Background: an optimization exercise with open tools, aiming at small area. Do not read the settings as production practice.
In this exercise RTL edits were held to simulation tests only and were not proved equivalent to the original.
No activity file was given, so power comes from the tool's default toggle rates.

===== flow/design.v =====
module keyboard(
    input  wire       clk,
    input  wire       reset,
    input  wire [3:0] row,
    output wire [3:0] col,
    output wire [2:0] dpos,
    output wire       kb_en,     
    output wire [1:0] kb_cls     
);
reg [7:0] c200;
reg [2:0] dp;
reg [1:0] cpos;
reg       f4;
reg       ninit;
reg [15:0] key;      
reg       first;     
reg ev1, ev2;        
reg dg1, dg2;
wire disp_end = c200[1] & ~c200[2] & ~c200[4] & ~c200[5] & ~c200[6] & ~c200[7];
wire kb_end   = disp_end & f4;
wire [1:0] r  = dp[1:0] - cpos;           
wire [3:0] p  = ~row & (key[3:0] | {4{first}});
always @(posedge clk, posedge reset) begin
    if (reset) begin
        c200 <= 8'b00000110;
        dp <= 0; cpos <= 0; f4 <= 0; ninit <= 0;
        first <= 1'b1;
    end else begin
        ninit <= 1'b1;
        c200 <= {c200[6:0], c200[7] ^ c200[5] ^ (c200[3] & ~c200[4])};
        if (disp_end) begin
            dp <= dp + 3'd1;
            f4 <= ~f4 & (r == 2'd3);
        end
        if (kb_end) cpos <= cpos + 2'd1;
        if (kb_end & cpos[1] & cpos[0]) first <= 1'b0;
    end
end
always @(posedge clk) begin
    ev1 <= kb_end & (|p);
    ev2 <= ev1;
    if (kb_end) key <= {row, key[15:4]};
    dg1 <= p[3] & ~p[2] & ~p[1] & ~p[0] & (cpos != 2'd0);
    dg2 <= dg1;
end
assign col    = ninit ? ~(4'b0001 << cpos) : 4'b1111;
assign dpos   = dp;
assign kb_en  = ev2;
assign kb_cls = {dg2 & cpos[1], dg2 & ~cpos[0]};
endmodule
module state_machine(
    input wire clk,set,rst,sure,check,
    input wire [1:0] kb_cls,
    input wire kb_en,
    input wire [2:0] dpos,
    output reg [6:0] led,
    output wire led0,led1,led2,led3
    );
localparam W=2'b00, E=2'b01, ADV=2'b11, RET=2'b10;
localparam IDLE1=3'b000, a0=3'b010, a1=3'b011, a2=3'b001, a3=3'b100, a4=3'b110;
localparam N0=2'b10, N1=2'b01, N2=2'b00, N3=2'b11;
reg [1:0] ph;
reg [2:0] lv;    
assign led0 = lv[0] | lv[2];
assign led1 = lv[1];
assign led2 = lv[2];
assign led3 = lv[2] & ~lv[0];
reg [2:0] st1, nst1;
reg [5:0] temp;
reg [5:0] mi;
reg [1:0] n, nn;
wire l0 = ~led0;
wire is_e    = (ph == E);
wire is_idle = (ph == RET) | ((ph == W) & l0);
wire is_s7   = ((ph == W) & led3) | ((ph == ADV) & led2);
wire cmp_off = l0 & ((ph == E) | (ph == ADV));
wire wr0 = kb_en & (n == N0);
wire wr1 = kb_en & (n == N1);
wire wr2 = kb_en & (n == N2);
always @(*) begin
    case (n)
    N0: nn = N1;
    N1: nn = N2;
    N2: nn = N3;
    default: nn = N0;
    endcase
end
always @(posedge clk) begin
    if (~is_e) n <= N0;
    else if (kb_en) n <= nn;
end
always @(posedge clk) begin
    if (is_e) begin
        if (wr0) temp[5:4] <= kb_cls;
        if (wr1) temp[3:2] <= kb_cls;
        if (wr2) temp[1:0] <= kb_cls;
    end else temp <= 6'd0;
end
always @(posedge clk) begin
    if ((ph == ADV) & l0) mi <= temp;
end
reg [1:0] ts, ms;
always @(*) begin
    case (st1)
    a0: begin ts = temp[5:4]; ms = mi[5:4]; end
    a1: begin ts = temp[3:2]; ms = mi[3:2]; end
    a2: begin ts = temp[1:0]; ms = mi[1:0]; end
    default: begin ts = 2'b00; ms = 2'b00; end
    endcase
end
wire go = (|ts) & ~cmp_off;
wire eq = (ts == ms);
always @(*) begin
    case (st1)
    IDLE1: nst1 = check ? a0 : IDLE1;
    a0: nst1 = ~go ? a0 : eq ? a1 : a4;
    a1: nst1 = ~go ? a1 : eq ? a2 : a4;
    a2: nst1 = ~go ? a2 : eq ? a3 : a4;
    a3: nst1 = sure ? IDLE1 : a3;
    a4: nst1 = sure ? IDLE1 : a4;
    default: nst1 = IDLE1;
    endcase
end
always @(posedge clk or posedge rst) begin
    if (rst) begin
        ph <= W; st1 <= IDLE1; lv <= 3'b000;
    end else begin
        st1 <= nst1;
        case (ph)
        W:   if (l0 ? set : (check & ~led3)) ph <= E;
        E:   if (sure) ph <= (led0 & (st1 == a3)) ? RET : ADV;
        ADV: ph <= (check & ~led2) ? E : W;
        RET: ph <= set ? E : W;
        endcase
        if (ph == ADV) lv <= {lv[1], lv[0], ~lv[2]};
        if (ph == RET) lv <= 3'b000;
    end
end
reg [1:0] dig;
always @(*) begin
    case ({is_e, dpos})
    4'b1101: dig = temp[1:0];
    4'b1110: dig = temp[3:2];
    4'b1111: dig = temp[5:4];
    default: dig = 2'b00;
    endcase
    if (is_idle) led = 7'b0000001;
    else if (is_s7) led = 7'b0111000;
    else case (dig)
        2'b01: led = 7'b1001111;
        2'b10: led = 7'b0010010;
        2'b11: led = 7'b0000110;
        default: led = 7'b1111111;
        endcase
end
endmodule
module lock(
    input wire clk,set1,rst,sure,check,
    input  wire [3:0] row,
    output wire  [3:0] col,
    output wire[7:0] led_en,
    output wire[6:0] led,
    output wire led0,led1,led2,led3
    );
wire kb_en;
wire [1:0] kb_cls;
wire [2:0] dpos;
keyboard u_keyboard(
.clk(clk),.reset(rst),.row(row),.col(col),.dpos(dpos),.kb_en(kb_en),.kb_cls(kb_cls)
);
assign led_en = ~(8'b00000001 << dpos);
state_machine u_state_machine(
.clk(clk),.rst(rst),.sure(sure),.check(check),.set(set1),.kb_cls(kb_cls),.kb_en(kb_en),.dpos(dpos),.led(led),.led0(led0),.led1(led1),.led2(led2),.led3(led3)
);
endmodule

===== flow/flow/run.sh =====
#!/bin/bash
# Own layout flow: the standard ORFS flow with these changes:
#  - synthesis maps the combinational logic with several area-oriented ABC
#    scripts (flow/abc_*.script) and keeps the smallest result, and leaves
#    half/full adders to ABC (no adder cell extraction); registers are
#    untouched;
#  - inv_1 and clkinv_1 are not used (inv_2 has the same area and twice the
#    drive), nor the largest buffers;
#  - ports are buffered with buf_1;
#  - clock tree synthesis inserts no dummy load cells.
# Each step's full output goes to ORFS's own logs under orfs/logs; make's
# output goes to make.log here.
set -euo pipefail
here=$(pwd)
export MY_ABC_SCRIPTS="$(ls "$here"/flow/abc_*.script | tr '\n' ' ')"
platform_dont_use="sky130_fd_sc_hd__probe_p_8 sky130_fd_sc_hd__probec_p_8 sky130_fd_sc_hd__lpflow_bleeder_1 sky130_fd_sc_hd__lpflow_clkbufkapwr_1 sky130_fd_sc_hd__lpflow_clkbufkapwr_16 sky130_fd_sc_hd__lpflow_clkbufkapwr_2 sky130_fd_sc_hd__lpflow_clkbufkapwr_4 sky130_fd_sc_hd__lpflow_clkbufkapwr_8 sky130_fd_sc_hd__lpflow_clkinvkapwr_1 sky130_fd_sc_hd__lpflow_clkinvkapwr_16 sky130_fd_sc_hd__lpflow_clkinvkapwr_2 sky130_fd_sc_hd__lpflow_clkinvkapwr_4 sky130_fd_sc_hd__lpflow_clkinvkapwr_8 sky130_fd_sc_hd__lpflow_decapkapwr_12 sky130_fd_sc_hd__lpflow_decapkapwr_3 sky130_fd_sc_hd__lpflow_decapkapwr_4 sky130_fd_sc_hd__lpflow_decapkapwr_6 sky130_fd_sc_hd__lpflow_decapkapwr_8 sky130_fd_sc_hd__lpflow_inputiso0n_1 sky130_fd_sc_hd__lpflow_inputiso0p_1 sky130_fd_sc_hd__lpflow_inputiso1n_1 sky130_fd_sc_hd__lpflow_inputiso1p_1 sky130_fd_sc_hd__lpflow_inputisolatch_1 sky130_fd_sc_hd__lpflow_isobufsrc_1 sky130_fd_sc_hd__lpflow_isobufsrc_16 sky130_fd_sc_hd__lpflow_isobufsrc_2 sky130_fd_sc_hd__lpflow_isobufsrc_4 sky130_fd_sc_hd__lpflow_isobufsrc_8 sky130_fd_sc_hd__lpflow_isobufsrckapwr_16 sky130_fd_sc_hd__lpflow_lsbuf_lh_hl_isowell_tap_1 sky130_fd_sc_hd__lpflow_lsbuf_lh_hl_isowell_tap_2 sky130_fd_sc_hd__lpflow_lsbuf_lh_hl_isowell_tap_4 sky130_fd_sc_hd__lpflow_lsbuf_lh_isowell_4 sky130_fd_sc_hd__lpflow_lsbuf_lh_isowell_tap_1 sky130_fd_sc_hd__lpflow_lsbuf_lh_isowell_tap_2 sky130_fd_sc_hd__lpflow_lsbuf_lh_isowell_tap_4 "
extra_dont_use="sky130_fd_sc_hd__inv_1 sky130_fd_sc_hd__clkinv_1 sky130_fd_sc_hd__buf_12 sky130_fd_sc_hd__buf_16 sky130_fd_sc_hd__bufinv_16 sky130_fd_sc_hd__bufbuf_16"
bash standard.sh SYNTH_SCRIPT="$here/flow/synth.tcl" ADDER_MAP_FILE= \
  "DONT_USE_CELLS=$platform_dont_use $extra_dont_use" \
  "BUFFER_PORTS_ARGS=-buffer_cell sky130_fd_sc_hd__buf_1" \
  "CTS_ARGS=-sink_clustering_enable -repair_clock_nets -dont_use_dummy_load -buf_list sky130_fd_sc_hd__clkbuf_4" \
  finish > "$here/make.log" 2>&1

===== flow/flow/abc_s1.script =====
strash
&get -n
&st
&dch
&nf -R 1000
&put

===== flow/flow/abc_s10.script =====
strash
&get -n
&st
&dch
&nf -R 1000
&put
strash
&get -n
&st
&dch
&nf -R 1000
&put

===== flow/flow/abc_s9.script =====
strash
balance; rewrite; refactor; balance; rewrite; rewrite -z; balance; refactor -z; rewrite -z; balance
dch -f
amap

===== flow/flow/abc_t2.script =====
strash
dch -f
amap

===== flow/flow/abc_t3.script =====
strash
balance; rewrite; refactor; balance; rewrite; rewrite -z; balance; refactor -z; rewrite -z; balance
balance; rewrite; refactor; balance; rewrite; rewrite -z; balance; refactor -z; rewrite -z; balance
dch -f
amap

===== flow/flow/abc_t7.script =====
strash
balance; rewrite; refactor; balance; rewrite; rewrite -z; balance; refactor -z; rewrite -z; balance
dch -f
amap
strash
balance; rewrite; refactor; balance; rewrite; rewrite -z; balance; refactor -z; rewrite -z; balance
dch -f
amap

===== flow/flow/abc_t8.script =====
strash
fraig
balance; rewrite; refactor; balance; rewrite; rewrite -z; balance; refactor -z; rewrite -z; balance
dch -f
amap

===== flow/flow/abc_u3.script =====
strash
balance; rewrite; refactor; balance; rewrite; rewrite -z; balance; refactor -z; rewrite -z; balance
dc2
balance; rewrite; refactor; balance; rewrite; rewrite -z; balance; refactor -z; rewrite -z; balance
dch -f
amap

===== flow/flow/synth.tcl =====
proc synth {args} { yosys synth -nofsm -noshare {*}$args }
proc my_abc_area {lib} {
  set f [file join $::env(OBJECTS_DIR) my_abc_stat.txt]
  yosys tee -q -o $f stat -liberty $lib
  set fh [open $f r]; set txt [read $fh]; close $fh
  if {[regexp {Chip area for module '[^']*': ([0-9.]+)} $txt -> a]} { return $a }
  return 1e12
}
proc abc {args} {
  set i [lsearch -exact $args -script]
  set lib [lindex $args [expr {[lsearch -exact $args -liberty] + 1}]]
  yosys design -save my_pre_abc
  set best ""; set besta 1e12
  foreach s $::env(MY_ABC_SCRIPTS) {
    yosys design -load my_pre_abc
    yosys abc {*}[lreplace $args [expr {$i+1}] [expr {$i+1}] $s]
    yosys opt_clean
    set a [my_abc_area $lib]
    puts "MY_ABC: $s area $a"
    if {$a < $besta} { set besta $a; set best $s }
  }
  puts "MY_ABC: using $best (area $besta)"
  yosys design -load my_pre_abc
  yosys abc {*}[lreplace $args [expr {$i+1}] [expr {$i+1}] $best]
}
source $::env(SCRIPTS_DIR)/synth.tcl
# left out here: clear keep_hierarchy, flatten, clean up, hide names made inside functions, write 1_2_yosys.v

===== flow/standard.sh =====
#!/bin/bash
# synth_recipe.tcl (not shown) runs the flow's synth.tcl, then flattens the netlist and writes it again
# the make line also repeats each setting of config.mk as NAME=value (left out here)
make -C /OpenROAD-flow-scripts/flow DESIGN_CONFIG=/design/flow/config.mk WORK_HOME=/design/flow/orfs CLKGATE_MAP_FILE= SYNTH_SCRIPT=/design/flow/synth_recipe.tcl "${@:-finish}"

===== flow/config.mk =====
export PLATFORM = sky130hd
export DESIGN_NAME = lock
export DESIGN_NICKNAME = lock
export VERILOG_FILES = /design/flow/design.v
export SDC_FILE = /design/flow/constraint.sdc
export NUM_CORES = 4
export LEC_CHECK = 0
export CAP_MARGIN = 20
export CORE_MARGIN = 2
export CORE_UTILIZATION = 65
export CTS_BUF_LIST = sky130_fd_sc_hd__clkbuf_4
export SLEW_MARGIN = 20

===== flow/constraint.sdc =====
create_clock -name core_clock -period 10.0 [get_ports {clk}]
set_input_delay 2.0000 -clock core_clock [delete_from_list [all_inputs] [get_ports {clk}]]
set_output_delay 2.0000 -clock core_clock [all_outputs]
set_load 0.01 [all_outputs]

==> summary.md <==
| Metric | Value |
|---|---|
| Status | `timing/DRC/antenna clean` |
| Synth warn | `2` |
| Area share of and/or/nand/nor cells after synthesis | `0.1474` |
| Total GRT Usage | `0.2547` |
| Initial antenna violation count | `0` |
| Width of the die | `63.16 um` |
| Share of layout cells above drive strength 1 | `0.1746` |
| Commonest cells after routing, fill and taps aside | `44 x nor2_1, 31 x inv_2, 31 x buf_1, 22 x edfxtp_1, 21 x dfrtp_1` |
| CTS H-tree lvls | `3` |
| Post-route cell area | `2521 sq um` |
| Family with the most delay on the worst path | `simple AND/OR/NAND/NOR gates` |
| Final min period | `4.300 ns` |
| Register area | `1505 sq um` |
| Global route overflow | `0` |
| Post-synthesis mux area share | `0` |
| CTS tree | `built` |
| Minimum hold slack | `0.3300 ns` |
| Critical Path End Type | `output pin` |
| Synthesized flop and latch total | `58` |
| Largest net degree at the start of global routing | `25` |
| Worst vdd ir | `0.1102 mV` |
| Fill cells | `248` |
| Seq/Total Area, Yosys | `0.6617` |
| Worst min-delay path startpoint | `u_keyboard.dg1` |
| Upper clock frequency limit | `232.6 MHz` |
| Buf/Inv on CP | `3` |
| Post-Syn Area | `2275 sq um` |
| Crit path max fanout | `12` |
| # resized after CTS | `0` |
| RSZ-0062 raised after global routing | `no` |
| CTS root buf | `clkbuf_4` |
| PD cells | `189.7 nW/um^2` |
| Capturing point of the worst reg2reg path | `u_state_machine.st1[0]` |
| CP max stage delay | `0.48 ns` |
| Worst Hold Path EP | `u_keyboard.dg2` |
| Critical-path top delay cell | `dfrtp_1` |
| I/O Pins | `32` |
| Leading cell type in the layout, fill and taps excluded | `nor2_1` |
| Nets | `263` |
| Tcrit/Tclk final | `0.4300` |
| Final Max Tran Viols | `0` |
| Initial DRC count | `156` |
| Synth Instances | `211` |
| Port bufs | `31` |
| Wire per inst | `15.20 um` |
| Final Hold Viols | `0` |
| Drt via density | `5.822` |
| Placed cell areas | `2454 sq um` |
| Unique masters post-synth | `27` |
| Vias in the first global route | `1635` |
| Area of the multi-input gates | `653.1 sq um` |
| Core box area | `3337 sq um` |
| Via count | `1735` |
| CTS sink count | `58` |
| Share of the synthesized area in the top cell type | `0.2904` |
| Maximum clock path buffer count | `2` |
| Startpoint types | `flip-flop` |
| Register-to-Register Path Depth | `9` |
| ANT nets after route | `0` |
| Drt pass-1 iters | `5` |
| Placer Congestion | `0.9571` |
| Required time worst endpoint | `8.00 ns` |
| Clk Latency, worst-skew pair | `0.41 ns` |
| Final Skew | `0.03366 ns` |
| Worst-path cell chain | `nor2_1 -> inv_2 -> nor2_1 -> a222oi_1 -> inv_2 -> nor3_1 -> or2_0 -> buf_1` |
| Residual DRC | `0` |
| Worst Max-Slew Pin Slew | `0.5668 ns` |
| First-pass GRT wire length | `7507 um` |
| Die Ht | `63.16 um` |
| Cell row count | `21` |
| Leakage power | `0.9802 nW` |
| Area grow syn2layout | `10.84%` |
| Final wirelength | `4530 um` |
| Ant diodes | `0` |
| Clock-pin slew on the worst setup and hold paths | `0.09 ns` |
| Area contributors post-synth | `edfxtp_1 29%, dfrtp_1 23%, dfxtp_1 11%, nor2_1 7.3%, inv_2 5.1%` |
| CP Class | `reg2out` |
| Worst R2R Start | `u_state_machine.st1[2]` |
| Syn nets | `220` |
| Util after Layout | `0.7555` |
| Largest family of logic cells by synthesized area | `simple AND/OR/NAND/NOR gates` |
| Dominant cell type by area after synthesis | `edfxtp_1` |
| Hold_buf cts | `0` |
| Worst EP arrival | `2.30 ns` |
| Syn Area/Cell | `10.78 sq um` |
| Final setup viols | `0` |
| Worst R2R Setup Slack | `7.82 ns` |
| Max cap viols | `0` |
| Initial core utilization | `0.6817` |
| Compound-cell area share of the yosys netlist | `0.1381` |
| Final HPWL DP | `3253 um` |
| Headroom to the max-slew limit | `0.6192` |
| Die Area | `3989 sq um` |
| Hold Crit Class | `reg2reg` |
| Synth Area in Adders | `0` |
| Cts bufs inserted | `9` |
| Power, Total | `0.4782 mW` |
| Number of setup buffers added after CTS | `0` |
| Post-Synth XOR/XNOR Area | `0` |
| Hold path depth | `0` |
| Total negative slack | `0 ns` |
[worst register-to-register path, cell delays in order (launching register included)]
cell and delay [ns]:
dfrtp_1 0.47, inv_2 0.06, nand2_1 0.10, nor2_1 0.11
a222oi_1 0.50, inv_2 0.07, o221ai_1 0.25, nand2b_1 0.10
a222oi_1 0.39, inv_2 0.04
[metrics by stage]
| stage | setup slack (ns) | instances |
|---|---|---|
| finish | 5.700 | 298 |
| floorplan | 6.259 | 211 |
| detailed placement | 6.158 | 289 |
| CTS | 5.702 | 298 |
| global placement | 6.223 | 289 |
| global route | 5.465 | 298 |
[worst max-delay path by stage]
stage                          startpoint  endpoint  slack, ns  cells past startpoint
detailed placement  u_state_machine.ph[1]    led[2]       6.16                      8
global placement    u_state_machine.ph[0]    led[2]       6.22                      9
CTS                 u_state_machine.ph[1]    led[2]       5.70                      8
finish              u_state_machine.ph[1]    led[2]       5.70                      8
floorplan           u_state_machine.ph[0]    led[2]       6.26                      8
global route        u_state_machine.ph[1]    led[2]       5.47                      8
[sequential cells by signal, summed over array words and instances (netlist names), 2 cells and up]
register / count
u_state_machine.mi: 6
u_keyboard.key: 16
u_state_machine.lv: 3
u_keyboard.cpos: 2
u_keyboard.dp: 3
u_state_machine.temp: 6
u_state_machine.ph: 2
u_state_machine.n: 2
u_keyboard.c200: 8
u_state_machine.st1: 3
[power breakdown]
group	switching, mW	leakage (nW)	total [mW]	internal, mW
sequential	0.0133	0.606	0.273	0.260
combinational	0.0651	0.333	0.0939	0.0288
clock	0.0697	0.0414	0.111	0.0416
[cells in the mapped netlist]
cell	n
nand3_1	13
conb_1	1
nor3_1	5
dfxtp_1	12
inv_2	31
dfrtp_1	21
a31oi_1	2
o32ai_1	3
nor2b_1	2
o221ai_1	2
a21boi_0	1
nand3b_1	1
a221oi_1	2
o22ai_1	8
a222oi_1	7
o21ai_0	4
a21oi_1	8
a22oi_1	6
dfstp_2	3
nor2_1	44
edfxtp_1	22
o211ai_1	1
nand2b_1	1
nor4b_1	1
nand2_1	7
or2_0	1
nor4_1	2
[cell type report]
type                            count  area share
Sequential cell                    58      0.5970
Multi-Input combinational cell    122      0.2591
Timing Repair Buffer               32     0.04814
Clock buffer                        9     0.02680
Inverter                           31     0.04615
Tap cell                           46     0.02283
[per-layer routing]
layer	up-vias	global-route usage	wire length [um]
met5	-	0	0
met4	0	0.1528	107
met3	12	0.07321	243
met2	63	0.3949	2259
met1	821	0.3184	1919
li1	839	-	-
[cells by family after synthesis]
logic type	Yosys count
DFF	58
buffers and inverters	31
other	1
AOI/OAI and AO/OA	44
and+or+nand+nor	77

## separate check: timing with driven ports
Ports are ideal in the flow. The routed layout listed here was re-timed in OpenROAD.
Step 1 (the two cells are an assumption about what drives the block):
set clk [get_ports {clk}]
set_driving_cell -lib_cell sky130_fd_sc_hd__clkbuf_16 $clk
set_driving_cell -lib_cell sky130_fd_sc_hd__buf_2 [delete_from_list [all_inputs] $clk]
Step 2 adds t to the input delays and takes it off the output delays; t is the mean of the earliest and latest rising clock arrival at the registers after step 1. Input paths then give back, and output paths get back, about the clock's delay inside the block.
Slacks: ideal / step 1 / step 2; pairs: ideal / step 1.
t (ns): 0.415
setup slack, ns: 5.700 / 5.678 / 6.093
worst setup path at the end: register to output
After both steps setup and hold are still met in this run. For this run, drivers alone change the setup slack by -0.022 ns; drivers and shift together by +0.393 ns.
